From an optimization exercise on the open Yosys and OpenROAD flow, aimed at small area, a short achievable clock period and few clock cycles; shortcuts taken in it are not production practice. RTL that was checked went through simulation tests only; none was proved equivalent to the original. The RTL of runs 1 and 2 was laid out without a check of its function.

File: design/flow/constraint.sdc
create_clock -name core_clock -period 8.0 [get_ports {clk}]
set_input_delay 1.6000 -clock core_clock [delete_from_list [all_inputs] [get_ports {clk}]]
set_output_delay 1.6000 -clock core_clock [all_outputs]
set_load 0.01 [all_outputs]
File: design/flow/design.v
module SP_wocg(
	clk,
	rst_n,
	in_valid,
	in_data,
	in_mode,
	out_valid,
	out_data
);
input clk, rst_n, in_valid;
input [2:0] in_mode;
input [8:0] in_data;
output reg out_valid;
output reg [8:0] out_data;
integer k;
function [8:0] qadd;     
	input [8:0] x, y;
	reg [9:0] s, s2;
	begin
		s  = {2'b0, x[7:0]} + {2'b0, y[7:0]};
		s2 = {2'b0, x[7:0]} + {2'b0, y[7:0]} + 10'd258;   
		if (s2[9]) qadd = {~(x[8] ^ y[8]), s2[7:0]};
		else       qadd = {x[8] ^ y[8], s[7:0]};
	end
endfunction
function [8:0] qsub;     
	input [8:0] x, y;
	reg [8:0] d, d2;
	begin
		d  = {1'b0, x[7:0]} - {1'b0, y[7:0]};
		d2 = {1'b0, x[7:0]} - {1'b0, y[7:0]} + 9'd254;
		if (d[8]) qsub = {~(x[8] ^ y[8]), d2[7:0]};
		else      qsub = {x[8] ^ y[8], d[7:0]};
	end
endfunction
function [8:0] maddq;    
	input [8:0] x, y;
	input       n;
	reg [9:0] s, s1;
	begin
		s  = {1'b0, x} + {1'b0, y ^ {9{n}}} + {9'd0, n};    
		s1 = s + (n ? 10'd509 : 10'd3);                     
		maddq = (n ? ~s[9] : s1[9]) ? s1[8:0] : s[8:0];
	end
endfunction
function [8:0] madd;     
	input [8:0] x, y;
	reg [9:0] s, s1;
	begin
		s  = {1'b0, x} + {1'b0, y};
		s1 = {1'b0, x} + {1'b0, y} + 10'd3;      
		madd = s1[9] ? s1[8:0] : s[8:0];
	end
endfunction
reg [4:0] cnt;           
reg [2:0] mode;
wire start = (cnt == 5'd0) && in_valid;
reg [4:0] os;            
always @(*) begin
	case ({mode[2], mode[1]})
		2'b00: os = 5'd6;
		2'b10: os = 5'd10;
		2'b01: os = 5'd10;
		default: os = 5'd16;
	endcase
end
wire last = (cnt == os + 5'd5);
wire [4:0] cnt_n = start ? 5'd1 : (cnt == 5'd0 || last) ? 5'd0 : cnt + 5'd1;
wire [2:0] mode_n = start ? in_mode : mode;
always @(posedge clk or negedge rst_n) begin
	if (!rst_n) cnt <= 5'd0;
	else        cnt <= cnt_n;
end
always @(posedge clk) if (start) mode <= in_mode;
reg ph_nl;       
reg ph_b;        
reg ph_k;        
reg ph_ns;       
reg ph_c;        
reg ph_s;        
reg ins;         
reg ph_o;        
reg first;       
always @(posedge clk or negedge rst_n) begin
	if (!rst_n) begin
		ph_nl <= 1'b0; ph_b <= 1'b0; ph_k <= 1'b0;
		ph_c <= 1'b0; ph_s <= 1'b0; ins <= 1'b0; ph_ns <= 1'b0;
		ph_o <= 1'b0; first <= 1'b0;
	end else begin
		ph_nl <= (cnt_n >= 5'd2) && (cnt_n <= 5'd7);
		first <= (cnt_n == 5'd1);
		ph_ns <= (cnt_n >= 5'd1) && (cnt_n <= 5'd6);
		ph_b  <= (cnt_n >= 5'd3) && (cnt_n <= 5'd8);
		ph_k  <= mode_n[1] && (cnt_n >= 5'd7) && (cnt_n <= 5'd12);
		ph_c  <= mode_n[1] && (cnt_n >= 5'd9) && (cnt_n <= 5'd14);
		ph_s  <= !mode_n[1] && (cnt_n >= 5'd4) && (cnt_n <= 5'd9);
		ins   <= mode_n[2] && (mode_n[1] ? (cnt_n >= 5'd10) && (cnt_n <= 5'd15)
		                                 : (cnt_n >= 5'd4) && (cnt_n <= 5'd9));
		ph_o  <= (cnt_n != 5'd0) && (cnt_n >= os);
	end
end
reg [7:0] af_r;          
reg       ahi_r;         
wire      in_hi = in_data[8];
wire [7:0] in_f = in_hi ? ~in_data[7:0] - 8'd2 : in_data[7:0];    
always @(posedge clk) begin
	af_r  <= in_f;
	ahi_r <= in_hi;
end
reg  [8:0] nlog_t;
always @(*) begin
	case (af_r)
      8'd0: nlog_t = 9'd0;
      8'd1: nlog_t = 9'd0;
      8'd2: nlog_t = 9'd123;
      8'd3: nlog_t = 9'd91;
      8'd4: nlog_t = 9'd246;
      8'd5: nlog_t = 9'd404;
      8'd6: nlog_t = 9'd214;
      8'd7: nlog_t = 9'd105;
      8'd8: nlog_t = 9'd371;
      8'd9: nlog_t = 9'd182;
      8'd10: nlog_t = 9'd17;
      8'd11: nlog_t = 9'd408;
      8'd12: nlog_t = 9'd339;
      8'd13: nlog_t = 9'd143;
      8'd14: nlog_t = 9'd228;
      8'd15: nlog_t = 9'd495;
      8'd16: nlog_t = 9'd494;
      8'd17: nlog_t = 9'd402;
      8'd18: nlog_t = 9'd307;
      8'd19: nlog_t = 9'd483;
      8'd20: nlog_t = 9'd140;
      8'd21: nlog_t = 9'd196;
      8'd22: nlog_t = 9'd21;
      8'd23: nlog_t = 9'd326;
      8'd24: nlog_t = 9'd462;
      8'd25: nlog_t = 9'd298;
      8'd26: nlog_t = 9'd268;
      8'd27: nlog_t = 9'd275;
      8'd28: nlog_t = 9'd353;
      8'd29: nlog_t = 9'd348;
      8'd30: nlog_t = 9'd108;
      8'd31: nlog_t = 9'd415;
      8'd32: nlog_t = 9'd107;
      8'd33: nlog_t = 9'd499;
      8'd34: nlog_t = 9'd15;
      8'd35: nlog_t = 9'd509;
      8'd36: nlog_t = 9'd430;
      8'd37: nlog_t = 9'd464;
      8'd38: nlog_t = 9'd96;
      8'd39: nlog_t = 9'd234;
      8'd40: nlog_t = 9'd265;
      8'd41: nlog_t = 9'd319;
      8'd42: nlog_t = 9'd321;
      8'd43: nlog_t = 9'd278;
      8'd44: nlog_t = 9'd144;
      8'd45: nlog_t = 9'd76;
      8'd46: nlog_t = 9'd449;
      8'd47: nlog_t = 9'd473;
      8'd48: nlog_t = 9'd75;
      8'd49: nlog_t = 9'd210;
      8'd50: nlog_t = 9'd421;
      8'd51: nlog_t = 9'd493;
      8'd52: nlog_t = 9'd391;
      8'd53: nlog_t = 9'd179;
      8'd54: nlog_t = 9'd398;
      8'd55: nlog_t = 9'd302;
      8'd56: nlog_t = 9'd476;
      8'd57: nlog_t = 9'd64;
      8'd58: nlog_t = 9'd471;
      8'd59: nlog_t = 9'd349;
      8'd60: nlog_t = 9'd231;
      8'd61: nlog_t = 9'd81;
      8'd62: nlog_t = 9'd28;
      8'd63: nlog_t = 9'd289;
      8'd64: nlog_t = 9'd230;
      8'd65: nlog_t = 9'd37;
      8'd66: nlog_t = 9'd112;
      8'd67: nlog_t = 9'd414;
      8'd68: nlog_t = 9'd138;
      8'd69: nlog_t = 9'd417;
      8'd70: nlog_t = 9'd122;
      8'd71: nlog_t = 9'd488;
      8'd72: nlog_t = 9'd43;
      8'd73: nlog_t = 9'd18;
      8'd74: nlog_t = 9'd77;
      8'd75: nlog_t = 9'd389;
      8'd76: nlog_t = 9'd219;
      8'd77: nlog_t = 9'd3;
      8'd78: nlog_t = 9'd359;
      8'd79: nlog_t = 9'd39;
      8'd80: nlog_t = 9'd388;
      8'd81: nlog_t = 9'd366;
      8'd82: nlog_t = 9'd442;
      8'd83: nlog_t = 9'd448;
      8'd84: nlog_t = 9'd444;
      8'd85: nlog_t = 9'd296;
      8'd86: nlog_t = 9'd401;
      8'd87: nlog_t = 9'd439;
      8'd88: nlog_t = 9'd269;
      8'd89: nlog_t = 9'd82;
      8'd90: nlog_t = 9'd199;
      8'd91: nlog_t = 9'd248;
      8'd92: nlog_t = 9'd62;
      8'd93: nlog_t = 9'd506;
      8'd94: nlog_t = 9'd86;
      8'd95: nlog_t = 9'd377;
      8'd96: nlog_t = 9'd198;
      8'd97: nlog_t = 9'd314;
      8'd98: nlog_t = 9'd335;
      8'd99: nlog_t = 9'd80;
      8'd100: nlog_t = 9'd34;
      8'd101: nlog_t = 9'd98;
      8'd102: nlog_t = 9'd106;
      8'd103: nlog_t = 9'd322;
      8'd104: nlog_t = 9'd4;
      8'd105: nlog_t = 9'd90;
      8'd106: nlog_t = 9'd304;
      8'd107: nlog_t = 9'd374;
      8'd108: nlog_t = 9'd11;
      8'd109: nlog_t = 9'd26;
      8'd110: nlog_t = 9'd425;
      8'd111: nlog_t = 9'd45;
      8'd112: nlog_t = 9'd89;
      8'd113: nlog_t = 9'd72;
      8'd114: nlog_t = 9'd187;
      8'd115: nlog_t = 9'd218;
      8'd116: nlog_t = 9'd84;
      8'd117: nlog_t = 9'd327;
      8'd118: nlog_t = 9'd472;
      8'd119: nlog_t = 9'd507;
      8'd120: nlog_t = 9'd356;
      8'd121: nlog_t = 9'd306;
      8'd122: nlog_t = 9'd204;
      8'd123: nlog_t = 9'd410;
      8'd124: nlog_t = 9'd151;
      8'd125: nlog_t = 9'd190;
      8'd126: nlog_t = 9'd412;
      8'd127: nlog_t = 9'd8;
      8'd128: nlog_t = 9'd355;
      8'd129: nlog_t = 9'd369;
      8'd130: nlog_t = 9'd160;
      8'd131: nlog_t = 9'd247;
      8'd132: nlog_t = 9'd235;
      8'd133: nlog_t = 9'd78;
      8'd134: nlog_t = 9'd27;
      8'd135: nlog_t = 9'd167;
      8'd136: nlog_t = 9'd263;
      8'd137: nlog_t = 9'd498;
      8'd138: nlog_t = 9'd30;
      8'd139: nlog_t = 9'd225;
      8'd140: nlog_t = 9'd245;
      8'd141: nlog_t = 9'd54;
      8'd142: nlog_t = 9'd101;
      8'd143: nlog_t = 9'd41;
      8'd144: nlog_t = 9'd166;
      8'd145: nlog_t = 9'd240;
      8'd146: nlog_t = 9'd141;
      8'd147: nlog_t = 9'd303;
      8'd148: nlog_t = 9'd200;
      8'd149: nlog_t = 9'd191;
      8'd150: nlog_t = 9'd2;
      8'd151: nlog_t = 9'd129;
      8'd152: nlog_t = 9'd344;
      8'd153: nlog_t = 9'd74;
      8'd154: nlog_t = 9'd126;
      8'd155: nlog_t = 9'd309;
      8'd156: nlog_t = 9'd482;
      8'd157: nlog_t = 9'd261;
      8'd158: nlog_t = 9'd162;
      8'd159: nlog_t = 9'd272;
      8'd160: nlog_t = 9'd1;
      8'd161: nlog_t = 9'd431;
      8'd162: nlog_t = 9'd489;
      8'd163: nlog_t = 9'd305;
      8'd164: nlog_t = 9'd55;
      8'd165: nlog_t = 9'd393;
      8'd166: nlog_t = 9'd61;
      8'd167: nlog_t = 9'd24;
      8'd168: nlog_t = 9'd57;
      8'd169: nlog_t = 9'd288;
      8'd170: nlog_t = 9'd419;
      8'd171: nlog_t = 9'd155;
      8'd172: nlog_t = 9'd14;
      8'd173: nlog_t = 9'd436;
      8'd174: nlog_t = 9'd52;
      8'd175: nlog_t = 9'd403;
      8'd176: nlog_t = 9'd392;
      8'd177: nlog_t = 9'd440;
      8'd178: nlog_t = 9'd205;
      8'd179: nlog_t = 9'd262;
      8'd180: nlog_t = 9'd324;
      8'd181: nlog_t = 9'd434;
      8'd182: nlog_t = 9'd373;
      8'd183: nlog_t = 9'd172;
      8'd184: nlog_t = 9'd185;
      8'd185: nlog_t = 9'd358;
      8'd186: nlog_t = 9'd119;
      8'd187: nlog_t = 9'd300;
      8'd188: nlog_t = 9'd209;
      8'd189: nlog_t = 9'd380;
      8'd190: nlog_t = 9'd500;
      8'd191: nlog_t = 9'd139;
      8'd192: nlog_t = 9'd323;
      8'd193: nlog_t = 9'd31;
      8'd194: nlog_t = 9'd437;
      8'd195: nlog_t = 9'd128;
      8'd196: nlog_t = 9'd458;
      8'd197: nlog_t = 9'd351;
      8'd198: nlog_t = 9'd203;
      8'd199: nlog_t = 9'd176;
      8'd200: nlog_t = 9'd157;
      8'd201: nlog_t = 9'd505;
      8'd202: nlog_t = 9'd221;
      8'd203: nlog_t = 9'd453;
      8'd204: nlog_t = 9'd229;
      8'd205: nlog_t = 9'd211;
      8'd206: nlog_t = 9'd445;
      8'd207: nlog_t = 9'd508;
      8'd208: nlog_t = 9'd127;
      8'd209: nlog_t = 9'd381;
      8'd210: nlog_t = 9'd213;
      8'd211: nlog_t = 9'd60;
      8'd212: nlog_t = 9'd427;
      8'd213: nlog_t = 9'd69;
      8'd214: nlog_t = 9'd497;
      8'd215: nlog_t = 9'd170;
      8'd216: nlog_t = 9'd134;
      8'd217: nlog_t = 9'd10;
      8'd218: nlog_t = 9'd149;
      8'd219: nlog_t = 9'd109;
      8'd220: nlog_t = 9'd38;
      8'd221: nlog_t = 9'd35;
      8'd222: nlog_t = 9'd168;
      8'd223: nlog_t = 9'd420;
      8'd224: nlog_t = 9'd212;
      8'd225: nlog_t = 9'd480;
      8'd226: nlog_t = 9'd195;
      8'd227: nlog_t = 9'd433;
      8'd228: nlog_t = 9'd312;
      8'd229: nlog_t = 9'd114;
      8'd230: nlog_t = 9'd343;
      8'd231: nlog_t = 9'd94;
      8'd232: nlog_t = 9'd207;
      8'd233: nlog_t = 9'd409;
      8'd234: nlog_t = 9'd450;
      8'd235: nlog_t = 9'd367;
      8'd236: nlog_t = 9'd85;
      8'd237: nlog_t = 9'd130;
      8'd238: nlog_t = 9'd120;
      8'd239: nlog_t = 9'd36;
      8'd240: nlog_t = 9'd479;
      8'd241: nlog_t = 9'd406;
      8'd242: nlog_t = 9'd429;
      8'd243: nlog_t = 9'd457;
      8'd244: nlog_t = 9'd329;
      8'd245: nlog_t = 9'd104;
      8'd246: nlog_t = 9'd23;
      8'd247: nlog_t = 9'd116;
      8'd248: nlog_t = 9'd276;
      8'd249: nlog_t = 9'd29;
      8'd250: nlog_t = 9'd315;
      8'd251: nlog_t = 9'd236;
      8'd252: nlog_t = 9'd25;
      8'd253: nlog_t = 9'd222;
      8'd254: nlog_t = 9'd131;
      8'd255: nlog_t = 9'd387;
	endcase
end
wire [8:0] nl_a = {nlog_t[8] ^ ahi_r, nlog_t[7:0]};
reg  [8:0] e_in;
reg  [8:0] ns;
reg  [8:0] t_r;          
reg        tq_r;         
reg  [8:0] exp_t;
always @(*) begin
	case (e_in[7:0])
      8'd0: exp_t = 9'd1;
      8'd1: exp_t = 9'd35;
      8'd2: exp_t = 9'd207;
      8'd3: exp_t = 9'd119;
      8'd4: exp_t = 9'd93;
      8'd5: exp_t = 9'd201;
      8'd6: exp_t = 9'd418;
      8'd7: exp_t = 9'd378;
      8'd8: exp_t = 9'd505;
      8'd9: exp_t = 9'd369;
      8'd10: exp_t = 9'd190;
      8'd11: exp_t = 9'd33;
      8'd12: exp_t = 9'd137;
      8'd13: exp_t = 9'd214;
      8'd14: exp_t = 9'd364;
      8'd15: exp_t = 9'd15;
      8'd16: exp_t = 9'd16;
      8'd17: exp_t = 9'd51;
      8'd18: exp_t = 9'd258;
      8'd19: exp_t = 9'd377;
      8'd20: exp_t = 9'd470;
      8'd21: exp_t = 9'd162;
      8'd22: exp_t = 9'd71;
      8'd23: exp_t = 9'd449;
      8'd24: exp_t = 9'd445;
      8'd25: exp_t = 9'd305;
      8'd26: exp_t = 9'd495;
      8'd27: exp_t = 9'd19;
      8'd28: exp_t = 9'd156;
      8'd29: exp_t = 9'd370;
      8'd30: exp_t = 9'd225;
      8'd31: exp_t = 9'd240;
      8'd32: exp_t = 9'd256;
      8'd33: exp_t = 9'd307;
      8'd34: exp_t = 9'd56;
      8'd35: exp_t = 9'd433;
      8'd36: exp_t = 9'd394;
      8'd37: exp_t = 9'd47;
      8'd38: exp_t = 9'd118;
      8'd39: exp_t = 9'd58;
      8'd40: exp_t = 9'd503;
      8'd41: exp_t = 9'd299;
      8'd42: exp_t = 9'd285;
      8'd43: exp_t = 9'd304;
      8'd44: exp_t = 9'd460;
      8'd45: exp_t = 9'd321;
      8'd46: exp_t = 9'd37;
      8'd47: exp_t = 9'd277;
      8'd48: exp_t = 9'd24;
      8'd49: exp_t = 9'd331;
      8'd50: exp_t = 9'd387;
      8'd51: exp_t = 9'd311;
      8'd52: exp_t = 9'd196;
      8'd53: exp_t = 9'd243;
      8'd54: exp_t = 9'd361;
      8'd55: exp_t = 9'd419;
      8'd56: exp_t = 9'd413;
      8'd57: exp_t = 9'd203;
      8'd58: exp_t = 9'd488;
      8'd59: exp_t = 9'd283;
      8'd60: exp_t = 9'd234;
      8'd61: exp_t = 9'd46;
      8'd62: exp_t = 9'd83;
      8'd63: exp_t = 9'd360;
      8'd64: exp_t = 9'd384;
      8'd65: exp_t = 9'd206;
      8'd66: exp_t = 9'd84;
      8'd67: exp_t = 9'd395;
      8'd68: exp_t = 9'd82;
      8'd69: exp_t = 9'd325;
      8'd70: exp_t = 9'd177;
      8'd71: exp_t = 9'd87;
      8'd72: exp_t = 9'd500;
      8'd73: exp_t = 9'd194;
      8'd74: exp_t = 9'd173;
      8'd75: exp_t = 9'd456;
      8'd76: exp_t = 9'd181;
      8'd77: exp_t = 9'd227;
      8'd78: exp_t = 9'd310;
      8'd79: exp_t = 9'd161;
      8'd80: exp_t = 9'd36;
      8'd81: exp_t = 9'd242;
      8'd82: exp_t = 9'd326;
      8'd83: exp_t = 9'd212;
      8'd84: exp_t = 9'd294;
      8'd85: exp_t = 9'd110;
      8'd86: exp_t = 9'd287;
      8'd87: exp_t = 9'd374;
      8'd88: exp_t = 9'd365;
      8'd89: exp_t = 9'd50;
      8'd90: exp_t = 9'd223;
      8'd91: exp_t = 9'd170;
      8'd92: exp_t = 9'd351;
      8'd93: exp_t = 9'd69;
      8'd94: exp_t = 9'd379;
      8'd95: exp_t = 9'd31;
      8'd96: exp_t = 9'd67;
      8'd97: exp_t = 9'd309;
      8'd98: exp_t = 9'd126;
      8'd99: exp_t = 9'd338;
      8'd100: exp_t = 9'd123;
      8'd101: exp_t = 9'd233;
      8'd102: exp_t = 9'd11;
      8'd103: exp_t = 9'd385;
      8'd104: exp_t = 9'd241;
      8'd105: exp_t = 9'd291;
      8'd106: exp_t = 9'd5;
      8'd107: exp_t = 9'd175;
      8'd108: exp_t = 9'd17;
      8'd109: exp_t = 9'd86;
      8'd110: exp_t = 9'd465;
      8'd111: exp_t = 9'd496;
      8'd112: exp_t = 9'd54;
      8'd113: exp_t = 9'd363;
      8'd114: exp_t = 9'd489;
      8'd115: exp_t = 9'd318;
      8'd116: exp_t = 9'd441;
      8'd117: exp_t = 9'd165;
      8'd118: exp_t = 9'd176;
      8'd119: exp_t = 9'd52;
      8'd120: exp_t = 9'd293;
      8'd121: exp_t = 9'd75;
      8'd122: exp_t = 9'd80;
      8'd123: exp_t = 9'd255;
      8'd124: exp_t = 9'd272;
      8'd125: exp_t = 9'd358;
      8'd126: exp_t = 9'd314;
      8'd127: exp_t = 9'd301;
      8'd128: exp_t = 9'd355;
      8'd129: exp_t = 9'd209;
      8'd130: exp_t = 9'd189;
      8'd131: exp_t = 9'd507;
      8'd132: exp_t = 9'd439;
      8'd133: exp_t = 9'd95;
      8'd134: exp_t = 9'd271;
      8'd135: exp_t = 9'd323;
      8'd136: exp_t = 9'd107;
      8'd137: exp_t = 9'd182;
      8'd138: exp_t = 9'd262;
      8'd139: exp_t = 9'd8;
      8'd140: exp_t = 9'd280;
      8'd141: exp_t = 9'd129;
      8'd142: exp_t = 9'd443;
      8'd143: exp_t = 9'd235;
      8'd144: exp_t = 9'd81;
      8'd145: exp_t = 9'd290;
      8'd146: exp_t = 9'd479;
      8'd147: exp_t = 9'd477;
      8'd148: exp_t = 9'd407;
      8'd149: exp_t = 9'd502;
      8'd150: exp_t = 9'd264;
      8'd151: exp_t = 9'd78;
      8'd152: exp_t = 9'd185;
      8'd153: exp_t = 9'd367;
      8'd154: exp_t = 9'd120;
      8'd155: exp_t = 9'd128;
      8'd156: exp_t = 9'd408;
      8'd157: exp_t = 9'd28;
      8'd158: exp_t = 9'd471;
      8'd159: exp_t = 9'd197;
      8'd160: exp_t = 9'd278;
      8'd161: exp_t = 9'd59;
      8'd162: exp_t = 9'd29;
      8'd163: exp_t = 9'd506;
      8'd164: exp_t = 9'd404;
      8'd165: exp_t = 9'd397;
      8'd166: exp_t = 9'd152;
      8'd167: exp_t = 9'd230;
      8'd168: exp_t = 9'd415;
      8'd169: exp_t = 9'd273;
      8'd170: exp_t = 9'd393;
      8'd171: exp_t = 9'd12;
      8'd172: exp_t = 9'd420;
      8'd173: exp_t = 9'd448;
      8'd174: exp_t = 9'd410;
      8'd175: exp_t = 9'd98;
      8'd176: exp_t = 9'd376;
      8'd177: exp_t = 9'd435;
      8'd178: exp_t = 9'd464;
      8'd179: exp_t = 9'd461;
      8'd180: exp_t = 9'd356;
      8'd181: exp_t = 9'd244;
      8'd182: exp_t = 9'd396;
      8'd183: exp_t = 9'd117;
      8'd184: exp_t = 9'd23;
      8'd185: exp_t = 9'd296;
      8'd186: exp_t = 9'd180;
      8'd187: exp_t = 9'd192;
      8'd188: exp_t = 9'd103;
      8'd189: exp_t = 9'd42;
      8'd190: exp_t = 9'd452;
      8'd191: exp_t = 9'd41;
      8'd192: exp_t = 9'd417;
      8'd193: exp_t = 9'd343;
      8'd194: exp_t = 9'd298;
      8'd195: exp_t = 9'd250;
      8'd196: exp_t = 9'd97;
      8'd197: exp_t = 9'd341;
      8'd198: exp_t = 9'd228;
      8'd199: exp_t = 9'd345;
      8'd200: exp_t = 9'd368;
      8'd201: exp_t = 9'd155;
      8'd202: exp_t = 9'd335;
      8'd203: exp_t = 9'd18;
      8'd204: exp_t = 9'd121;
      8'd205: exp_t = 9'd163;
      8'd206: exp_t = 9'd106;
      8'd207: exp_t = 9'd147;
      8'd208: exp_t = 9'd55;
      8'd209: exp_t = 9'd398;
      8'd210: exp_t = 9'd187;
      8'd211: exp_t = 9'd437;
      8'd212: exp_t = 9'd25;
      8'd213: exp_t = 9'd366;
      8'd214: exp_t = 9'd85;
      8'd215: exp_t = 9'd430;
      8'd216: exp_t = 9'd289;
      8'd217: exp_t = 9'd444;
      8'd218: exp_t = 9'd270;
      8'd219: exp_t = 9'd288;
      8'd220: exp_t = 9'd409;
      8'd221: exp_t = 9'd63;
      8'd222: exp_t = 9'd169;
      8'd223: exp_t = 9'd316;
      8'd224: exp_t = 9'd371;
      8'd225: exp_t = 9'd260;
      8'd226: exp_t = 9'd447;
      8'd227: exp_t = 9'd375;
      8'd228: exp_t = 9'd400;
      8'd229: exp_t = 9'd257;
      8'd230: exp_t = 9'd342;
      8'd231: exp_t = 9'd263;
      8'd232: exp_t = 9'd43;
      8'd233: exp_t = 9'd487;
      8'd234: exp_t = 9'd248;
      8'd235: exp_t = 9'd27;
      8'd236: exp_t = 9'd436;
      8'd237: exp_t = 9'd499;
      8'd238: exp_t = 9'd159;
      8'd239: exp_t = 9'd475;
      8'd240: exp_t = 9'd337;
      8'd241: exp_t = 9'd88;
      8'd242: exp_t = 9'd26;
      8'd243: exp_t = 9'd401;
      8'd244: exp_t = 9'd292;
      8'd245: exp_t = 9'd40;
      8'd246: exp_t = 9'd382;
      8'd247: exp_t = 9'd136;
      8'd248: exp_t = 9'd179;
      8'd249: exp_t = 9'd157;
      8'd250: exp_t = 9'd405;
      8'd251: exp_t = 9'd432;
      8'd252: exp_t = 9'd359;
      8'd253: exp_t = 9'd349;
      8'd254: exp_t = 9'd0;
      8'd255: exp_t = 9'd0;
	endcase
end
always @(posedge clk) begin
	t_r  <= exp_t;
	tq_r <= e_in[8];
end
wire [8:0] v_r = tq_r ? 9'd509 - t_r : t_r;
reg [8:0] rs [0:5];      
reg [8:0] rc [0:5];      
reg       rv [0:5];      
wire [8:0] k_x = mode[0] ? ns : rc[0];
wire [8:0] k_y = mode[0] ? rc[0] : ns;
always @(posedge clk) e_in <= ph_k ? qsub(k_x, k_y) : nl_a;
always @(posedge clk) if (ph_ns) ns <= first ? nl_a : qadd(ns, nl_a);
wire [8:0] bval = mode[0] ? v_r : rs[2];
wire [8:0] s_y = (mode[0] | ph_c) ? t_r : rs[2];
wire       s_n = (mode[0] | ph_c) & tq_r;
reg  [5:0] gt;           
always @(*) begin
	for (k = 0; k < 6; k = k + 1)
		gt[k] = (k == 3) || (rv[k] && (rc[3] < rc[k]));
end
always @(posedge clk) begin
	for (k = 0; k < 6; k = k + 1) begin
		rs[(k+1)%6] <= rs[k];
		if (ins && gt[k]) rc[(k+1)%6] <= gt[(k+1)%6] ? rc[(k+1)%6] : rc[3];
		else              rc[(k+1)%6] <= rc[k];
		rv[(k+1)%6] <= rv[k] & ~start;
	end
	if (in_valid) rs[0] <= in_data;
	if (ph_nl) rc[2] <= e_in;
	if (ph_b || ph_c) begin
		rs[3] <= maddq(rs[2], s_y, s_n);
		rc[3] <= ph_c ? v_r : mode[1] ? rc[2] : bval;
	end
	if (ph_s) rs[4] <= madd(rs[3], rc[3]);
	if (ins) rv[4] <= 1'b1;
end
wire       o_3 = mode[2] | mode[1];
wire [8:0] e_val = madd(o_3 ? rs[3] : rs[5], o_3 ? rc[3] : rc[5]);
always @(posedge clk or negedge rst_n) begin
	if (!rst_n) begin
		out_valid <= 1'b0;
		out_data  <= 9'd0;
	end else begin
		out_valid <= ph_o;
		out_data  <= ph_o ? e_val : 9'd0;
	end
end
endmodule
File: design/flow/run.sh
#!/bin/bash
# synth_recipe.tcl (not shown) runs the flow's synth.tcl, then flattens the netlist and writes it again
# the make line also repeats each setting of config.mk as NAME=value (left out here)
make -C /OpenROAD-flow-scripts/flow DESIGN_CONFIG=/design/flow/config.mk WORK_HOME=/design/flow/orfs CLKGATE_MAP_FILE= SYNTH_SCRIPT=/design/flow/synth_recipe.tcl finish
File: design/flow/config.mk
export PLATFORM = sky130hd
export DESIGN_NAME = SP_wocg
export DESIGN_NICKNAME = SP_wocg
export VERILOG_FILES = /design/flow/design.v
export SDC_FILE = /design/flow/constraint.sdc
export NUM_CORES = 4
export LEC_CHECK = 0
export ABC_AREA = 1
export ABC_CLOCK_PERIOD_IN_PS = 3500
export CAP_MARGIN = 20
export CORE_MARGIN = 2
export CORE_UTILIZATION = 40
export SETUP_SLACK_MARGIN = 4.0
export SLEW_MARGIN = 20
export SYNTH_MEMORY_MAX_BITS = 16384
export TNS_END_PERCENT = 5
==> reports/qor.csv, run 1 <==
stage,metric,value,unit
status,outcome,timing/DRC/antenna clean,
logic_synthesis,synth_area,16820,um2
routing,drt_first_pass_iters,6,
worst_setup_path,r2r_cells,17,
logic_synthesis,ys_seq_area_share,25.83,%
logic_synthesis,yosysUniqueCellTypes,70,
timing,rsz0062_at_grt,yes,
logic_synthesis,synth_async_sr_flop_share,13.41,%
worst_setup_path,cp_slowest_cell,clkdlybuf4s50_1,
floorplanning,core,41760,um2
timing,period_minus_slack,4.026,ns
routing,post_drt_wl_per_cell,23.62,um
routing,antenna_left,0,
final_layout,syn_to_final_growth,10.32,%
cts,clkTransAtPathRegs,0.08,ns
timing,fmax,248.4,MHz
floorplanning,die_y,209.0,um
worst_setup_path,endpoint,nlog_t[8],
place,hpwl,54.18,mm
timing,period_share,50.33,%
logic_synthesis,synth_edf_count,64,
routing,initialDrtViolationCount,2408,
cts,clockBufferDepth,2,
worst_setup_path,cp_max_fo,34,
logic_synthesis,yosys_register_bits,179,
routing,via_count,18440,
global_route,gr-usage-all-layers,31.99,%
timing,setup-violations-final,0,
global_route,grt_max_degree,71,
timing,worst_pin_slew,0.9894,ns
logic_synthesis,syn_inst,2488,
timing,slew_headroom,32.33,%
worst_hold_path,min_path_type,register to register,
worst_setup_path,path_class,input pin to register,
global_route,grt_pass1_vias,17220,
worst_setup_path,r2r_start,mode[1],
worst_setup_path,slowest_delay,0.60,ns
cts,numCtsBuffers,17,
floorplanning,die_w,209.0,um
routing,avgViaCountPerCell,6.100,
final_layout,nFillCells,4303,
final_layout,nets,2622,
worst_setup_path,critPathTopFamily,buffers and inverters,
global_route,grt.overflow.total,0,
worst_setup_path,critPathLaunch,in_data[4],
worst_setup_path,critical_path_cell_count,12,
job,maxCapViolCount,0,
timing,skew,0.01460,ns
worst_setup_path,crit_required,8.35,ns
cts,cts_tree,built,
worst_setup_path,r2r-end,out_data[6],
routing,routed_wl,71.38,mm
worst_setup_path,worstPathArrival,4.38,ns
final_layout,final_layout_size_suffix_gt1_share,7.937,%
worst_setup_path,r2r_slack,4.18,ns
global_route,antenna_found_initial,3,
worst_setup_path,start_kind,input pin,
timing,finalMaxSlewViolations,0,
floorplanning,ioPinCount,25,
final_layout,fin_cells,3022,
timing,finalSetupTns,0,ns
cts,cts_root_buf,clkbuf_16,
place,post-place-cells,2974,
logic_synthesis,synth_area_per_cell,6.759,um2
worst_setup_path,endpoint_kind,register,
routing,drc,0,
logic_synthesis,yosys_warnings,4,
floorplanning,rows,75,
cts,cts_num_sinks,179,
worst_setup_path,critPathBufInv,6,
floorplanning,start_util,40.27,%
floorplanning,dieArea,43700,um2
cts,clkLatencyLatePin,0.46,ns
place,globalplace.congestion,1.034,
logic_synthesis,yosys_most_used_dff,dfxtp_1,
worst_setup_path,worstPathCellList,"clkdlybuf4s50_1, inv_1, xor2_4, buf_4, inv_6, buf_8, nand2_1, inv_1, nand2_1, a31oi_1, o21ai_0, a32o_1",
logic_synthesis,syn_nets,2641,
place,port_buffers,24,
global_route,grt_pass1_wl,106.3,mm
timing,hold_violations,0,
cts,cts_max_level,4,
==> state kept, by name, indices dropped and copies added (netlist names) <==
name / count
tq_r: 1
ph_ns: 1
rs: 54
t_r: 9
mode: 3
ph_nl: 1
ph_b: 1
first: 1
e_in: 9
ph_c: 1
rv: 6
nlog_t: 9
ph_k: 1
ns: 9
out_valid: 1
ph_o: 1
rc: 54
out_data: 9
ahi_r: 1
cnt: 5
ph_s: 1
ins: 1
==> synth_stat cells (all sizes together) (6+ instances only) <==
cell type | n | area (um2)
a21o | 7 | 52.55
nor2 | 242 | 928.4
dfxtp | 91 | 1822
dfrtp | 24 | 600.6
nand2 | 543 | 2135
a211oi | 10 | 75.07
o211ai | 77 | 578.1
o31ai | 11 | 82.58
nor3 | 30 | 166.4
inv | 303 | 1142
o2111ai | 12 | 105.1
nand4 | 33 | 212.7
buf | 38 | 198.9
xnor2 | 29 | 254.0
clkbuf | 71 | 267.8
o221ai | 24 | 210.2
a31oi | 26 | 162.7
o21ai | 261 | 1310
edfxtp | 64 | 1922
a21oi | 121 | 609.3
ha | 133 | 1664
o311ai | 21 | 183.9
o22ai | 12 | 75.07
xor2 | 44 | 422.9
clkinv | 6 | 22.52
or2 | 7 | 43.79
nand3b | 6 | 45.04
nand3 | 186 | 983.5
==> worst register-to-register path, delay by kind of cell (launching register included) <==
family                   cells  cell delay [ns]
AO/OA/AOI/OAI                2             0.50
flip-flops                   1             0.52
adder cells (fa/ha/maj)      3             0.82
AND/OR/NAND/NOR              6             0.88
buffers and inverters        5             0.68
XOR/XNOR                     1             0.31
==> kinds of logic after synthesis <==
logic type,count (synthesis),synth area share [%]
buf+inv,418,9.702
compound gates,626,22.73
xor+xnor,73,4.025
flops,179,25.83
mux,4,0.2678
fa+ha+maj,138,10.49
simple gates,1050,26.95
==> repair_timing <==
| action | 4_1_cts | 5_1_grt |
|---|---|---|
| endpoints found under the setup margin | 27 | 30 |
| hold buffers | 0 | 0 |
| resized for setup | 49 | 50 |
| pin swaps | 1 | 7 |
| buffers inserted | 3 | 8 |
| gates cloned | 0 | 4 |
==> worst min path at each step <==
| stage | startpoint | to | slack, ns | cells after the start |
|---|---|---|---|---|
| after global placement | rs[1][6] | rs[2][6] | 0.31 | 0 |
| final | rs[0][5] | rs[1][5] | 0.33 | 0 |
| after floorplan | rs[0][0] | rs[1][0] | 0.31 | 0 |
| after detailed placement | rs[1][0] | rs[2][0] | 0.31 | 0 |
| after CTS | rs[1][2] | rs[2][2] | 0.33 | 0 |
| after global routing | rs[1][8] | rs[2][8] | 0.33 | 0 |
==> layout by cell type (no fill, tap or decap), types with 8 or more instances in the layout <==
cell,n
nand4_1,32
nand3_1,177
o2111ai_1,12
buf_4,37
o31ai_1,11
dfxtp_1,88
o311ai_0,20
edfxtp_1,64
a31oi_1,25
nor2_2,19
o21ai_0,241
a211oi_1,10
nor2_1,217
a21oi_1,118
o21ai_1,19
clkbuf_16,19
inv_6,8
clkdlybuf4s50_1,18
inv_1,286
nand2_1,519
inv_2,10
dfrtp_1,23
xor2_1,38
nor3_1,28
xnor2_1,29
o211ai_1,77
nand3_2,9
ha_1,128
nand2_2,16
o221ai_1,24
o22ai_1,11
==> metrics by stage <==
step                utilization, %  hold slack (ns)  instance area [um2]  worst slack, ns
global placement             41.96           0.3096                17520            2.301
global route                 44.42           0.3338                18550            3.921
CTS                          43.79           0.3298                18290            3.847
finish                       44.43           0.3280                18550            3.974
detailed placement           41.96           0.3121                17520            2.444
floorplan                        -           0.3096                16820            4.311
==> per-layer routing <==
layer  vias to the layer above  wire, um  track usage (%)
li1                       8502         -                -
met1                      8660     31020            44.42
met2                      1026     30270            47.61
met3                       241      6676            6.823
met4                         6      3375            14.21
met5                         -        44                0
==> area by class of cell <==
cell class | count | area (um2) | area share [%]
Inverter | 309 | 1199 | 6.461
Sequential cell | 179 | 4349 | 23.44
Clock inverter | 14 | 183.9 | 0.9914
Multi-Input combinational cell | 1893 | 11060 | 59.60
Timing Repair Buffer | 69 | 656.9 | 3.541
Antenna cell | 1 | 2.502 | 0.01349
Tap cell | 539 | 674.4 | 3.635
Clock buffer | 18 | 429.2 | 2.313
==> inputs of run 2 (changes only) <==
--- a/design/flow/design.v
+++ b/design/flow/design.v
@@ -59,57 +59,64 @@
 always @(*) begin
 	case ({mode[2], mode[1]})
 		2'b00: os = 5'd6;
-		2'b10: os = 5'd10;
-		2'b01: os = 5'd10;
-		default: os = 5'd16;
+		2'b10: os = 5'd9;
+		2'b01: os = 5'd9;
+		default: os = 5'd15;
 	endcase
 end
 wire last = (cnt == os + 5'd5);
 wire [4:0] cnt_n = start ? 5'd1 : (cnt == 5'd0 || last) ? 5'd0 : cnt + 5'd1;
-wire [2:0] mode_n = start ? in_mode : mode;
 always @(posedge clk or negedge rst_n) begin
 	if (!rst_n) cnt <= 5'd0;
 	else        cnt <= cnt_n;
 end
 always @(posedge clk) if (start) mode <= in_mode;
 reg ph_nl;       
+reg first;       
 reg ph_b;        
 reg ph_k;        
-reg ph_ns;       
 reg ph_c;        
 reg ph_s;        
 reg ins;         
 reg ph_o;        
-reg first;       
 always @(posedge clk or negedge rst_n) begin
 	if (!rst_n) begin
 		ph_nl <= 1'b0; ph_b <= 1'b0; ph_k <= 1'b0;
-		ph_c <= 1'b0; ph_s <= 1'b0; ins <= 1'b0; ph_ns <= 1'b0;
+		ph_c <= 1'b0; ph_s <= 1'b0; ins <= 1'b0;
 		ph_o <= 1'b0; first <= 1'b0;
 	end else begin
-		ph_nl <= (cnt_n >= 5'd2) && (cnt_n <= 5'd7);
-		first <= (cnt_n == 5'd1);
-		ph_ns <= (cnt_n >= 5'd1) && (cnt_n <= 5'd6);
-		ph_b  <= (cnt_n >= 5'd3) && (cnt_n <= 5'd8);
-		ph_k  <= mode_n[1] && (cnt_n >= 5'd7) && (cnt_n <= 5'd12);
-		ph_c  <= mode_n[1] && (cnt_n >= 5'd9) && (cnt_n <= 5'd14);
-		ph_s  <= !mode_n[1] && (cnt_n >= 5'd4) && (cnt_n <= 5'd9);
-		ins   <= mode_n[2] && (mode_n[1] ? (cnt_n >= 5'd10) && (cnt_n <= 5'd15)
-		                                 : (cnt_n >= 5'd4) && (cnt_n <= 5'd9));
-		ph_o  <= (cnt_n != 5'd0) && (cnt_n >= os);
+		ph_nl <= start || ((cnt >= 5'd1) && (cnt <= 5'd5));
+		first <= start;
+		ph_b  <= (cnt >= 5'd1) && (cnt <= 5'd6);
+		ph_k  <= mode[1] && (cnt >= 5'd6) && (cnt <= 5'd11);
+		ph_c  <= mode[1] && (cnt >= 5'd7) && (cnt <= 5'd12);
+		ph_s  <= !mode[1] && (cnt >= 5'd2) && (cnt <= 5'd7);
+		ins   <= mode[2] && (mode[1] ? (cnt >= 5'd8) && (cnt <= 5'd13)
+		                             : (cnt >= 5'd2) && (cnt <= 5'd7));
+		ph_o  <= (cnt != 5'd0) && !last && (cnt + 5'd1 >= os);
 	end
 end
-reg [7:0] af_r;          
-reg       ahi_r;         
-wire      in_hi = in_data[8];
-wire [7:0] in_f = in_hi ? ~in_data[7:0] - 8'd2 : in_data[7:0];    
-always @(posedge clk) begin
-	af_r  <= in_f;
-	ahi_r <= in_hi;
+reg  [8:0] nlog_r;
+reg        ahi_r;        
+wire       in_hi = in_data[8];
+reg  [7:0] in_f;
+reg        in_all1;
+always @(*) begin
+	in_f[0] = in_data[0] ^ in_hi;
+	in_f[1] = in_data[1];
+	in_all1 = in_data[1];
+	for (k = 2; k < 8; k = k + 1) begin
+		in_f[k] = in_data[k] ^ (in_hi & ~in_all1);
+		in_all1 = in_all1 & in_data[k];
+	end
 end
 reg  [8:0] nlog_t;
+always @(posedge clk) begin
+	nlog_r <= nlog_t;
+	ahi_r  <= in_hi;
+end
 always @(*) begin
-	case (af_r)
+	case (in_f)
       8'd0: nlog_t = 9'd0;
       8'd1: nlog_t = 9'd0;
       8'd2: nlog_t = 9'd123;
@@ -368,8 +375,8 @@
       8'd255: nlog_t = 9'd387;
 	endcase
 end
-wire [8:0] nl_a = {nlog_t[8] ^ ahi_r, nlog_t[7:0]};
-reg  [8:0] e_in;
+wire [8:0] nl_a = {nlog_r[8] ^ ahi_r, nlog_r[7:0]};
+wire [8:0] e_in;         
 reg  [8:0] ns;
 reg  [8:0] t_r;          
 reg        tq_r;         
@@ -644,34 +651,34 @@
 reg       rv [0:5];      
 wire [8:0] k_x = mode[0] ? ns : rc[0];
 wire [8:0] k_y = mode[0] ? rc[0] : ns;
-always @(posedge clk) e_in <= ph_k ? qsub(k_x, k_y) : nl_a;
-always @(posedge clk) if (ph_ns) ns <= first ? nl_a : qadd(ns, nl_a);
-wire [8:0] bval = mode[0] ? v_r : rs[2];
-wire [8:0] s_y = (mode[0] | ph_c) ? t_r : rs[2];
+assign e_in = ph_k ? qsub(k_x, k_y) : nl_a;
+always @(posedge clk) if (ph_nl) ns <= first ? nl_a : qadd(ns, nl_a);
+wire [8:0] bval = mode[0] ? v_r : rs[1];
+wire [8:0] s_y = (mode[0] | ph_c) ? t_r : rs[1];
 wire       s_n = (mode[0] | ph_c) & tq_r;
 reg  [5:0] gt;           
 always @(*) begin
 	for (k = 0; k < 6; k = k + 1)
-		gt[k] = (k == 3) || (rv[k] && (rc[3] < rc[k]));
+		gt[k] = (k == 2) || (rv[k] && (rc[2] < rc[k]));
 end
 always @(posedge clk) begin
 	for (k = 0; k < 6; k = k + 1) begin
 		rs[(k+1)%6] <= rs[k];
-		if (ins && gt[k]) rc[(k+1)%6] <= gt[(k+1)%6] ? rc[(k+1)%6] : rc[3];
+		if (ins && gt[k]) rc[(k+1)%6] <= gt[(k+1)%6] ? rc[(k+1)%6] : rc[2];
 		else              rc[(k+1)%6] <= rc[k];
 		rv[(k+1)%6] <= rv[k] & ~start;
 	end
 	if (in_valid) rs[0] <= in_data;
-	if (ph_nl) rc[2] <= e_in;
+	if (ph_nl) rc[1] <= nl_a;
 	if (ph_b || ph_c) begin
-		rs[3] <= maddq(rs[2], s_y, s_n);
-		rc[3] <= ph_c ? v_r : mode[1] ? rc[2] : bval;
+		rs[2] <= maddq(rs[1], s_y, s_n);
+		rc[2] <= ph_c ? v_r : mode[1] ? rc[1] : bval;
 	end
-	if (ph_s) rs[4] <= madd(rs[3], rc[3]);
-	if (ins) rv[4] <= 1'b1;
+	if (ph_s) rs[3] <= madd(rs[2], rc[2]);
+	if (ins) rv[3] <= 1'b1;
 end
-wire       o_3 = mode[2] | mode[1];
-wire [8:0] e_val = madd(o_3 ? rs[3] : rs[5], o_3 ? rc[3] : rc[5]);
+wire       o_2 = mode[2] | mode[1];
+wire [8:0] e_val = madd(o_2 ? rs[2] : rs[5], o_2 ? rc[2] : rc[5]);
 always @(posedge clk or negedge rst_n) begin
 	if (!rst_n) begin
 		out_valid <= 1'b0;
==> run 2 against run 1 <==
  * Synthesized cell count is 5.9% higher
  * Cell area is 7.3% higher
  * Count of clock-buffer cells in the layout is 5 higher
  * Worst hold slack worse by 0.0074 ns
  * First-iteration DRC count is 4.4% higher
  * Global-route usage is 0.49 points higher
  * Via count is 6.8% higher
  * Critical path type unchanged
==> reports/qor.csv, run 2 <==
stage,metric,value,unit
worst_setup_path,endpoint_kind,register,
final_layout,final_common_cell,nand2_1,
floorplanning,core,42040,um2
timing,period_minus_slack,4.064,ns
worst_setup_path,start_kind,input pin,
routing,drt_first_pass_iters,6,
global_route,gr-usage-all-layers,32.48,%
routing,initialDrtViolationCount,2515,
timing,finalMaxSlewViolations,0,
timing,skew,0.01823,ns
place,port_buffers,24,
final_layout,reg_top3,"rc: 54 flops, rs: 54 flops",
logic_synthesis,yosys_register_bits,169,
cts,cts_root_buf,clkbuf_16,
worst_setup_path,path_class,input pin to register,
floorplanning,ioPinCount,25,
timing,holdWs,0.3205,ns
worst_setup_path,cp_max_fo,13,
logic_synthesis,syn_nets,2783,
logic_synthesis,synth.most_common_cell,nand2_1,
timing,rsz0062_at_grt,yes,
routing,drc,0,
timing,hold_violations,0,
logic_synthesis,yosys.area.top_type,nand3_1,
cts,cts_max_level,4,
global_route,grt_pass1_wl,110.1,mm
logic_synthesis,ys_seq_area_share,24.40,%
floorplanning,die_w,210.4,um
worst_hold_path,min_path_type,register to register,
floorplanning,start_util,40.54,%
worst_setup_path,critPathTopFamily,buffers and inverters,
timing,fmax,246.1,MHz
cts,numCtsBuffers,17,
routing,post_drt_wl_per_cell,23.28,um
logic_synthesis,synth_async_sr_flop_share,13.61,%
cts,clockBufferDepth,2,
timing,setup-violations-final,0,
logic_synthesis,synth_area_per_cell,6.470,um2
logic_synthesis,yosys.area.top_type_share,14.83,%
logic_synthesis,synth_area_leaders,"nand3_1 15%, nand2_1 14%, edfxtp_1 12%, ha_1 9.5%, dfxtp_1 9.4%",
floorplanning,rows,75,
status,outcome,timing/DRC/antenna clean,
global_route,antenna_found_initial,0,
timing,worst_pin_slew,0.9967,ns
worst_setup_path,slowest_delay,0.46,ns
routing,via_count,19690,
place,hpwl,53.28,mm
logic_synthesis,synth_area,17040,um2
timing,finalSetupTns,0,ns
timing,slew_headroom,33.56,%
worst_setup_path,crit_required,8.36,ns
logic_synthesis,yosys_warnings,4,
final_layout,layout_common_cells,"596 x nand2_1, 483 x nand3_1, 244 x inv_1",
logic_synthesis,syn_inst,2634,
cts,clkLatencyLatePin,0.47,ns
cts,postCtsHoldBufs,0,
timing,period_share,50.80,%
logic_synthesis,yosys_most_used_dff,dfxtp_1,
cts,cts_tree,built,
cts,clkTransAtPathRegs,0.08,ns
final_layout,syn_to_final_growth,16.85,%
worst_setup_path,worstPathArrival,4.43,ns
logic_synthesis,yosys-top-cells-count,"627 x nand2_1, 505 x nand3_1, 260 x inv_1",
floorplanning,dieArea,44270,um2
floorplanning,die_y,210.4,um
routing,routed_wl,75.28,mm
global_route,grt_pass1_vias,18220,
place,globalplace.congestion,1.083,
job,maxCapViolCount,0,
worst_setup_path,worstPathCellList,"clkdlybuf4s50_1, buf_6, clkinvlp_4, nand3_1, nand2_4, buf_12, clkinvlp_4, buf_6, nor2_1, buf_4, nor2_1, o311ai_0, nand3_1, a32o_1",
routing,antenna_left,0,
logic_synthesis,synth_edf_count,66,
worst_setup_path,critPathBufInv,7,
global_route,grt.overflow.total,0,
routing,avgViaCountPerCell,6.089,
final_layout,nets,2830,
global_route,grt_max_degree,65,
cts,cts_num_sinks,169,
final_layout,antenna_cells,0,
final_layout,final_layout_size_suffix_gt1_share,13.07,%
logic_synthesis,yosysUniqueCellTypes,61,
worst_setup_path,cp_slowest_cell,o311ai_0,
run 2: cell count changes after synthesis, moves of 34 or more:
cell      delta
inv_1       -34
nand2_1    +103
o21ai_0     -80
nand3_1    +328
o211ai_1    -43
nor2_1      -41
run 2: worst reg2reg max path: stages, from the launching register on:
cell	delay, ns
dfrtp_2	0.49
buf_12	0.17
nor2_4	0.11
buf_4	0.13
o21ai_0	0.11
ha_1	0.38
a21oi_1	0.08
o21bai_1	0.22
a21oi_1	0.11
o21bai_1	0.23
xor2_1	0.29
inv_1	0.12
ha_4	0.29
nand2_1	0.06
inv_1	0.10
nand3_1	0.10
nand2_2	0.11
nand2_2	0.10
nand2_2	0.12
nand2_4	0.11
nand2_4	0.14
nand2_1	0.06
nand3_1	0.06
nand2_1	0.10
run 2: metal layers:
metal  GRT usage, %  share of wire, %
met2          52.27                45
met3          5.662               9.2
met1          41.09                40
met4          18.63               6.5
met5              0                 0
run 2: logic make-up (layout without fill, tap and decap cells):
logic type	after synthesis	in the layout	synth area share, %
AO/OA/AOI/OAI	434	434	15.15
AND/OR/NAND/NOR	1432	1439	37.08
XOR/XNOR	67	67	3.531
adder cells (fa/ha/maj)	134	134	10.01
buffers and inverters	396	449	9.698
flip-flops	169	169	24.40
multiplexers	2	2	0.1321
run 2: layout make-up:
cell class,count,area [um2]
clock buffer,23,523.0
tap,539,674.4
sequential,169,4161
multi-input combinational,2076,11980
timing repair buffer,139,1401
timing repair inverter,3,22.52
fill,4357,22130
clock inverter,9,73.82
inverter,275,1082
run 2: final timing paths:
kind | slack [ns] | endpoint | depth (start not counted) | start
max in group asynchronous | 6.52 | ph_c | 1 | rst_n
max reg2reg | 4.10 | rs[2][7] | 23 | ph_c
min reg2reg | 0.32 | rs[1][1] | 0 | rs[0][1]
max | 3.94 | nlog_r[1] | 14 | in_data[1]
min | 0.32 | rs[1][1] | 0 | rs[0][1]
min in group asynchronous | 1.11 | out_data[7] | 1 | rst_n
run 2: what timing repair did:
action,4_1_cts,5_1_grt
endpoints found under the setup margin,36,36
resized for setup,64,170
pin swaps,1,24
gates cloned,4,10
endpoints found under the hold margin,0,0
setup buffers,12,65
run 2: through the flow:
step / std cells / cell area, um2 / utilization, % / worst slack, ns
2_1_floorplan: 2634 / 17040 / - / 4.089
3_3_place_gp: 3109 / 17620 / 41.90 / 2.664
3_5_place_dp: 3109 / 17620 / 41.90 / 2.758
4_1_cts: 3157 / 18590 / 44.22 / 3.961
5_1_grt: 3233 / 19910 / 47.37 / 3.880
6_report: 3233 / 19910 / 47.37 / 3.936
==> inputs of run 3 (changes only) <==
--- a/design/flow/design.v
+++ b/design/flow/design.v
@@ -99,17 +99,7 @@
 reg  [8:0] nlog_r;
 reg        ahi_r;        
 wire       in_hi = in_data[8];
-reg  [7:0] in_f;
-reg        in_all1;
-always @(*) begin
-	in_f[0] = in_data[0] ^ in_hi;
-	in_f[1] = in_data[1];
-	in_all1 = in_data[1];
-	for (k = 2; k < 8; k = k + 1) begin
-		in_f[k] = in_data[k] ^ (in_hi & ~in_all1);
-		in_all1 = in_all1 & in_data[k];
-	end
-end
+wire [7:0] in_f = in_hi ? ~in_data[7:0] - 8'd2 : in_data[7:0];    
 reg  [8:0] nlog_t;
 always @(posedge clk) begin
 	nlog_r <= nlog_t;
--- a/design/flow/config.mk
+++ b/design/flow/config.mk
@@ -9,7 +9,7 @@
 export ABC_CLOCK_PERIOD_IN_PS = 3500
 export CAP_MARGIN = 20
 export CORE_MARGIN = 2
-export CORE_UTILIZATION = 40
+export CORE_UTILIZATION = 50
 export SETUP_SLACK_MARGIN = 4.0
 export SLEW_MARGIN = 20
 export SYNTH_MEMORY_MAX_BITS = 16384
==> run 3 against run 2 <==
  * Clock skew down 0.0036 ns
  * Count of clock-buffer cells in the layout down 6
  * Synthesized area rose by 1.2%
  * Via count about the same
  * Cell count fell by 3.1%
  * Fmax rose by 1.1%
  * Critical path depth shrank 1
  * Synthesized cell count up 1.5%
  * Highest routed layer unchanged
  * Still clean on timing, DRC and antenna
  * Die area fell by 19%
  * Worst hold slack better by 0.0092 ns
==> reports/qor.csv, run 3 <==
stage,metric,value,unit
routing,initialDrtViolationCount,2755,
logic_synthesis,yosys.area.top_type,nand2_1,
worst_setup_path,cp_slowest_cell,o21ai_0,
routing,post_drt_wl_per_cell,22.30,um
status,outcome,timing/DRC/antenna clean,
floorplanning,start_util,50.31,%
worst_setup_path,critPathBufInv,3,
timing,period_minus_slack,4.018,ns
timing,fmax,248.9,MHz
worst_setup_path,worstPathCellList,"clkbuf_4, ha_1, o21ai_0, nand2_4, clkinv_1, buf_12, nor2_2, nor2_2, o21ai_0, o221ai_2, nand3_1, o211ai_1, o21ai_1",
cts,numCtsBuffers,17,
job,maxCapViolCount,0,
logic_synthesis,yosysUniqueCellTypes,61,
logic_synthesis,yosys_register_bits,169,
timing,period_share,50.23,%
worst_setup_path,r2r_cells,22,
global_route,grt.overflow.total,0,
logic_synthesis,synth_area_per_cell,6.452,um2
global_route,antenna_found_initial,2,
logic_synthesis,synth_xor_area_share,3.431,%
routing,drc,0,
worst_setup_path,r2r-end,t_r[8],
floorplanning,die_y,189.8,um
timing,hold_violations,0,
cts,cts_tree,built,
cts,cts_num_sinks,169,
routing,antenna_left,0,
cts,clkTransAtPathRegs,0.09,ns
timing,finalSetupTns,0,ns
logic_synthesis,synth_edf_count,66,
logic_synthesis,yosys-top-cells-count,"708 x nand2_1, 428 x nand3_1, 280 x inv_1",
final_layout,final_common_cell,nand2_1,
floorplanning,die_w,189.8,um
final_layout,syn_to_final_growth,11.50,%
timing,rsz0062_at_grt,yes,
cts,cts_root_buf,clkbuf_16,
timing,slew_headroom,25.01,%
worst_setup_path,r2r_start,mode[0],
logic_synthesis,muxShareOfSynthArea,0.1305,%
logic_synthesis,synth_area,17250,um2
final_layout,layout_common_cells,"693 x nand2_1, 415 x nand3_1, 273 x inv_1",
timing,holdWs,0.3297,ns
routing,via_count,19700,
timing,skew,0.01466,ns
logic_synthesis,yosys_most_used_dff,dfxtp_1,
floorplanning,core,34290,um2
cts,clockBufferDepth,2,
worst_setup_path,cp_max_fo,63,
timing,finalMaxSlewViolations,0,
global_route,grt_pass1_wl,105.3,mm
final_layout,nets,2814,
timing,setup-violations-final,0,
cts,cts_max_level,4,
worst_setup_path,r2r_slack,4.04,ns
logic_synthesis,synth_compound_area_share,15.89,%
logic_synthesis,ys_seq_area_share,24.11,%
worst_hold_path,min_path_type,register to register,
logic_synthesis,synth_area_leaders,"nand2_1 15%, nand3_1 12%, edfxtp_1 11%, ha_1 9.6%, dfxtp_1 9.3%",
routing,drt_first_pass_iters,7,
routing,avgViaCountPerCell,6.289,
worst_setup_path,endpoint_kind,register,
floorplanning,rows,68,
floorplanning,dieArea,36010,um2
worst_hold_path,hold_end,rs[5][2],
global_route,gr-usage-all-layers,37.77,%
floorplanning,ioPinCount,25,
cts,clkLatencyLatePin,0.45,ns
logic_synthesis,syn_inst,2674,
global_route,grt_max_degree,89,
logic_synthesis,syn_nets,2826,
worst_setup_path,start_kind,input pin,
logic_synthesis,synth_async_sr_flop_share,13.61,%
final_layout,reg_top3,"rc: 54 flops, rs: 54 flops",
routing,routed_wl,69.85,mm
worst_setup_path,critPathTopFamily,compound AO/OA/AOI/OAI gates,
place,hpwl,50.68,mm
place,globalplace.congestion,1.079,
timing,worst_pin_slew,1.121,ns
logic_synthesis,synthAdderAreaFrac,10.11,%
worst_setup_path,worstPathArrival,4.36,ns
worst_setup_path,critPathLaunch,in_data[1],
logic_synthesis,yosys.area.top_type_share,15.40,%
logic_synthesis,synth_top_family_by_area,simple AND/OR/NAND/NOR gates,
logic_synthesis,synth.most_common_cell,nand2_1,
worst_setup_path,crit_required,8.35,ns
cts,postCtsHoldBufs,0,
worst_setup_path,path_class,input pin to register,
worst_hold_path,hp-start,rs[4][2],
logic_synthesis,synth-simple-area-share,36.16,%
place,dp_slack,2.349,ns
place,port_buffers,24,
worst_setup_path,slowest_delay,0.32,ns
worst_hold_path,worstHoldPathCells,0,
final_layout,final_layout_size_suffix_gt1_share,9.607,%
global_route,grt_pass1_vias,18370,
logic_synthesis,yosys_warnings,4,
timing,final.setup.worst_slack,3.982,ns
[run 3: area by class of cell]
class,instances,area [um2]
Antenna cell,2,5.005
Clock buffer,17,425.4
Clock inverter,15,211.5
Fill cell,3282,15050
Inverter,302,1170
Multi-Input combinational cell,2090,11860
Sequential cell,169,4165
Tap cell,455,569.3
Timing Repair Buffer,81,824.5
Timing Repair inverter,1,7.507
[run 3: timing repair]
action                                  4_1_cts  5_1_grt
gates resized for setup                      93       95
cloned                                        0        5
endpoints found under the setup margin       36       36
buffers inserted                              4       29
pin swaps                                     1       18
[run 3: how the worst max path moves through the flow]
| stage | end | depth (start not counted) |
|---|---|---|
| floorplan | out_data[4] | 20 |
| global placement | nlog_r[3] | 15 |
| detailed placement | nlog_r[3] | 15 |
| CTS | nlog_r[1] | 12 |
| global route | rs[2][0] | 24 |
| finish | nlog_r[3] | 13 |
[run 3: per-stage QoR]
step	util (%)	instance area, um2	instances
global route	56.09	19230	3130
detailed placement	51.50	17660	3059
CTS	54.24	18600	3095
finish	56.10	19240	3132
global placement	51.50	17660	3059
floorplan	-	17250	2674
[run 3: layer usage]
layer,wire length (um),part of all wire (%),GRT usage (%)
met1,26250,38,46.38
met2,31080,44,61.09
met3,7186,10,7.305
met4,5331,7.6,23.58
met5,0,0,0
[run 3: kinds of logic after synthesis]
logic type      Yosys count
simple gates           1420
compound gates          464
buf+inv                 417
flops                   169
fa+ha+maj               137
xor+xnor                 65
mux                       2
Testbench counts of run 3, summed over its fixed seeds: cycles 6,421.
==> inputs of run 4 (changes only) <==
--- a/design/flow/config.mk
+++ b/design/flow/config.mk
@@ -9,7 +9,8 @@
 export ABC_CLOCK_PERIOD_IN_PS = 3500
 export CAP_MARGIN = 20
 export CORE_MARGIN = 2
-export CORE_UTILIZATION = 50
+export CORE_UTILIZATION = 40
+export CTS_BUF_LIST = sky130_fd_sc_hd__clkbuf_4 sky130_fd_sc_hd__clkbuf_8
 export SETUP_SLACK_MARGIN = 4.0
 export SLEW_MARGIN = 20
 export SYNTH_MEMORY_MAX_BITS = 16384
==> run 4 against run 3 <==
  * Core utilization decreased by 11 points
  * Clock skew increased by 0.018 ns
  * Worst setup slack improved by 0.011 ns
  * Flip-flop and latch count unchanged
  * Highest routed layer unchanged
  * Cell area decreased by 0.28%
  * Sequential share of layout area about the same
==> reports/qor.csv, run 4 <==
stage,metric,value,unit
status,outcome,timing/DRC/antenna clean,
timing,period_share,50.09,%
routing,via_count,19320,
worst_setup_path,crit_required,8.43,ns
worst_hold_path,hold_end,rs[1][7],
timing,holdWs,0.3235,ns
timing,skew,0.03229,ns
logic_synthesis,synth_edf_count,66,
final_layout,nets,2823,
timing,finalSetupTns,0,ns
logic_synthesis,synth.most_common_cell,nand2_1,
global_route,grt_pass1_vias,18040,
timing,period_minus_slack,4.007,ns
timing,fmax,249.6,MHz
cts,clkTransAtPathRegs,0.12,ns
cts,cts_root_buf,clkbuf_8,
place,hpwl,52.69,mm
final_layout,nFillCells,4530,
routing,routed_wl,72.64,mm
worst_setup_path,endpoint_kind,register,
cts,cts_num_sinks,169,
logic_synthesis,syn_inst,2674,
final_layout,layout_common_cells,"693 x nand2_1, 417 x nand3_1, 275 x inv_1",
final_layout,syn_to_final_growth,11.19,%
logic_synthesis,yosys_register_bits,169,
global_route,grt_pass1_wl,108.1,mm
worst_setup_path,path_class,input pin to register,
worst_setup_path,r2r-end,t_r[8],
final_layout,final_layout_size_suffix_gt1_share,9.836,%
logic_synthesis,synth_async_sr_flop_share,13.61,%
routing,drt_first_pass_iters,6,
routing,initialDrtViolationCount,2447,
routing,drc,0,
routing,post_drt_wl_per_cell,22.48,um
logic_synthesis,synth_area,17250,um2
worst_setup_path,start_kind,input pin,
logic_synthesis,yosys_most_used_dff,dfxtp_1,
worst_setup_path,worstPathCellList,"clkdlybuf4s50_1, or2_2, nand2_1, inv_2, ha_1, inv_1, nor2_1, inv_1, nand2_1, inv_1, o21ai_0, nand3_1, nand3_1, a32o_1",
cts,cts_max_level,4,
final_layout,reg_top3,"rc: 54 flops, rs: 54 flops",
logic_synthesis,ys_seq_area_share,24.11,%
timing,slew_headroom,26.13,%
logic_synthesis,yosysUniqueCellTypes,61,
routing,avgViaCountPerCell,5.978,
worst_setup_path,r2r_slack,4.08,ns
logic_synthesis,synth_area_leaders,"nand2_1 15%, nand3_1 12%, edfxtp_1 11%, ha_1 9.6%, dfxtp_1 9.3%",
worst_setup_path,r2r_start,mode[0],
logic_synthesis,yosys_warnings,4,
global_route,grt.overflow.total,0,
place,port_buffers,24,
worst_setup_path,r2r_cells,24,
timing,setup-violations-final,0,
floorplanning,die_w,211.7,um
logic_synthesis,synth_area_per_cell,6.452,um2
worst_setup_path,slowest_delay,0.46,ns
logic_synthesis,yosys.area.top_type_share,15.40,%
floorplanning,dieArea,44810,um2
place,placed_area,17790,um2
timing,rsz0062_at_grt,yes,
worst_setup_path,cp_slowest_cell,clkdlybuf4s50_1,
global_route,antenna_found_initial,2,
global_route,gr-usage-all-layers,31.79,%
final_layout,stdcell_area,19180,um2
timing,hold_violations,0,
floorplanning,die_y,211.7,um
cts,postCtsHoldBufs,0,
timing,finalMaxSlewViolations,0,
floorplanning,ioPinCount,25,
cts,clockBufferDepth,2,
floorplanning,core,42790,um2
worst_setup_path,cp_max_fo,7,
routing,antenna_left,0,
job,maxCapViolCount,0,
cts,numCtsBuffers,17,
floorplanning,rows,76,
place,globalplace.congestion,1.050,
logic_synthesis,yosys-top-cells-count,"708 x nand2_1, 428 x nand3_1, 280 x inv_1",
cts,cts_tree,built,
logic_synthesis,yosys.area.top_type,nand2_1,
global_route,grt_max_degree,78,
worst_setup_path,worstPathArrival,4.43,ns
worst_hold_path,hp-start,rs[0][7],
floorplanning,start_util,40.32,%
worst_hold_path,min_path_type,register to register,
worst_setup_path,path_common_cell,inv_1,
logic_synthesis,syn_nets,2826,
timing,worst_pin_slew,1.107,ns
worst_hold_path,worstHoldPathCells,0,
final_layout,final_common_cell,nand2_1,
cts,clkLatencyLatePin,0.52,ns
==> run 4: routing by layer <==
metal / vias to the layer above / routed length (um) / global-route usage, %
li1: 9040 / - / -
met1: 9058 / 29740 / 40.81
met2: 1013 / 33730 / 52.97
met3: 205 / 5662 / 4.332
met4: 0 / 3505 / 14.52
met5: - / 0 / 0
==> run 4: worst max path at each step <==
stage	startpoint	to	slack [ns]	depth (start not counted)
detailed placement	in_data[1]	nlog_r[2]	2.32	16
floorplan	mode[1]	out_data[4]	4.06	20
finish	in_data[0]	nlog_r[1]	3.99	14
global placement	in_data[1]	nlog_r[5]	2.18	14
global route	mode[0]	rs[2][4]	3.85	26
CTS	mode[0]	t_r[5]	3.91	20
==> run 4: final cells by class <==
type	instances	area, um2	share of cell area [%]
timing repair inverter	1	5.005	0.02609
multi-input combinational	2092	11900	62.04
sequential	169	4161	21.69
clock buffer	17	234.0	1.220
tap	546	683.2	3.561
timing repair buffer	88	832.0	4.338
clock inverter	15	177.7	0.9262
inverter	302	1185	6.177
antenna	1	2.502	0.01305
==> run 4: kinds of logic (layout without fill, tap and decap cells) <==
group                      Yosys count  count (layout)  share of synthesized area, %
muxes                                2               2                        0.1305
buffers and inverters              417             423                         10.17
adders and majority gates          137             137                         10.11
DFF                                169             169                         24.11
other                                0               1                             0
AOI/OAI and AO/OA                  464             464                         15.89
and+or+nand+nor                   1420            1423                         36.16
xor gates and xnor gates            65              66                         3.431
==> run 4: repair_timing <==
item | CTS | global route
pin swaps | 2 | 23
gates cloned | 2 | 3
buffers inserted | 8 | 33
endpoints found under the setup margin | 36 | 36
gates resized for setup | 65 | 118
==> run 4: through the flow <==
| stage | cells | util (%) | setup WS (ns) |
|---|---|---|---|
| 5_1_grt | 3230 | 44.82 | 3.850 |
| 3_3_place_gp | 3152 | 41.56 | 2.176 |
| 6_report | 3231 | 44.83 | 3.993 |
| 3_5_place_dp | 3152 | 41.56 | 2.315 |
| 4_1_cts | 3194 | 43.15 | 3.914 |
| 2_1_floorplan | 2674 | - | 4.057 |
==> run 4: worst max-delay path: cells and delay by family <==
family	cells	cell delay [ns]
and+or+nand+nor	6	0.95
adders and majority gates	1	0.23
AOI/OAI and AO/OA	2	0.42
buffers and inverters	5	1.21

re-timing with driven ports:
The results above use ideal ports. As a check the final layouts listed here were re-extracted and re-timed, cells and wires unchanged.
Step 1 (the two cells are an assumption about what drives the block):
set clk [get_ports {clk}]
set_driving_cell -lib_cell sky130_fd_sc_hd__clkbuf_16 $clk
set_driving_cell -lib_cell sky130_fd_sc_hd__buf_2 [delete_from_list [all_inputs] $clk]
Step 2, shift: input delay + t, output delay - t, t = (earliest + latest rising clock arrival at the registers) / 2. This alone moves slack from input paths to output paths.
Slacks: ideal ports / drivers / drivers and shift; pairs: ideal ports / drivers.
run | t, ns | setup WS [ns] | hold WS [ns] | latest minus earliest clock arrival (ns) | worst slew at a driven data input, ns
run 1 | 0.502 | 3.974 / 3.943 / 3.440 | 0.328 / 0.328 / 0.328 | 0.015 / 0.015 | 0.09
run 2 | 0.513 | 3.936 / 3.966 / 3.453 | 0.321 / 0.321 / 0.321 | 0.019 / 0.018 | 0.04
run 3 | 0.496 | 3.982 / 4.011 / 3.515 | 0.330 / 0.330 / 0.330 | 0.016 / 0.016 | 0.05
run 4 | 0.559 | 3.993 / 4.024 / 3.464 | 0.324 / 0.324 / 0.324 | 0.032 / 0.033 | 0.03
After both steps setup and hold are still met in every run listed. For run 1, which loses most, drivers alone change the setup slack by -0.031 ns; drivers and shift together by -0.534 ns.
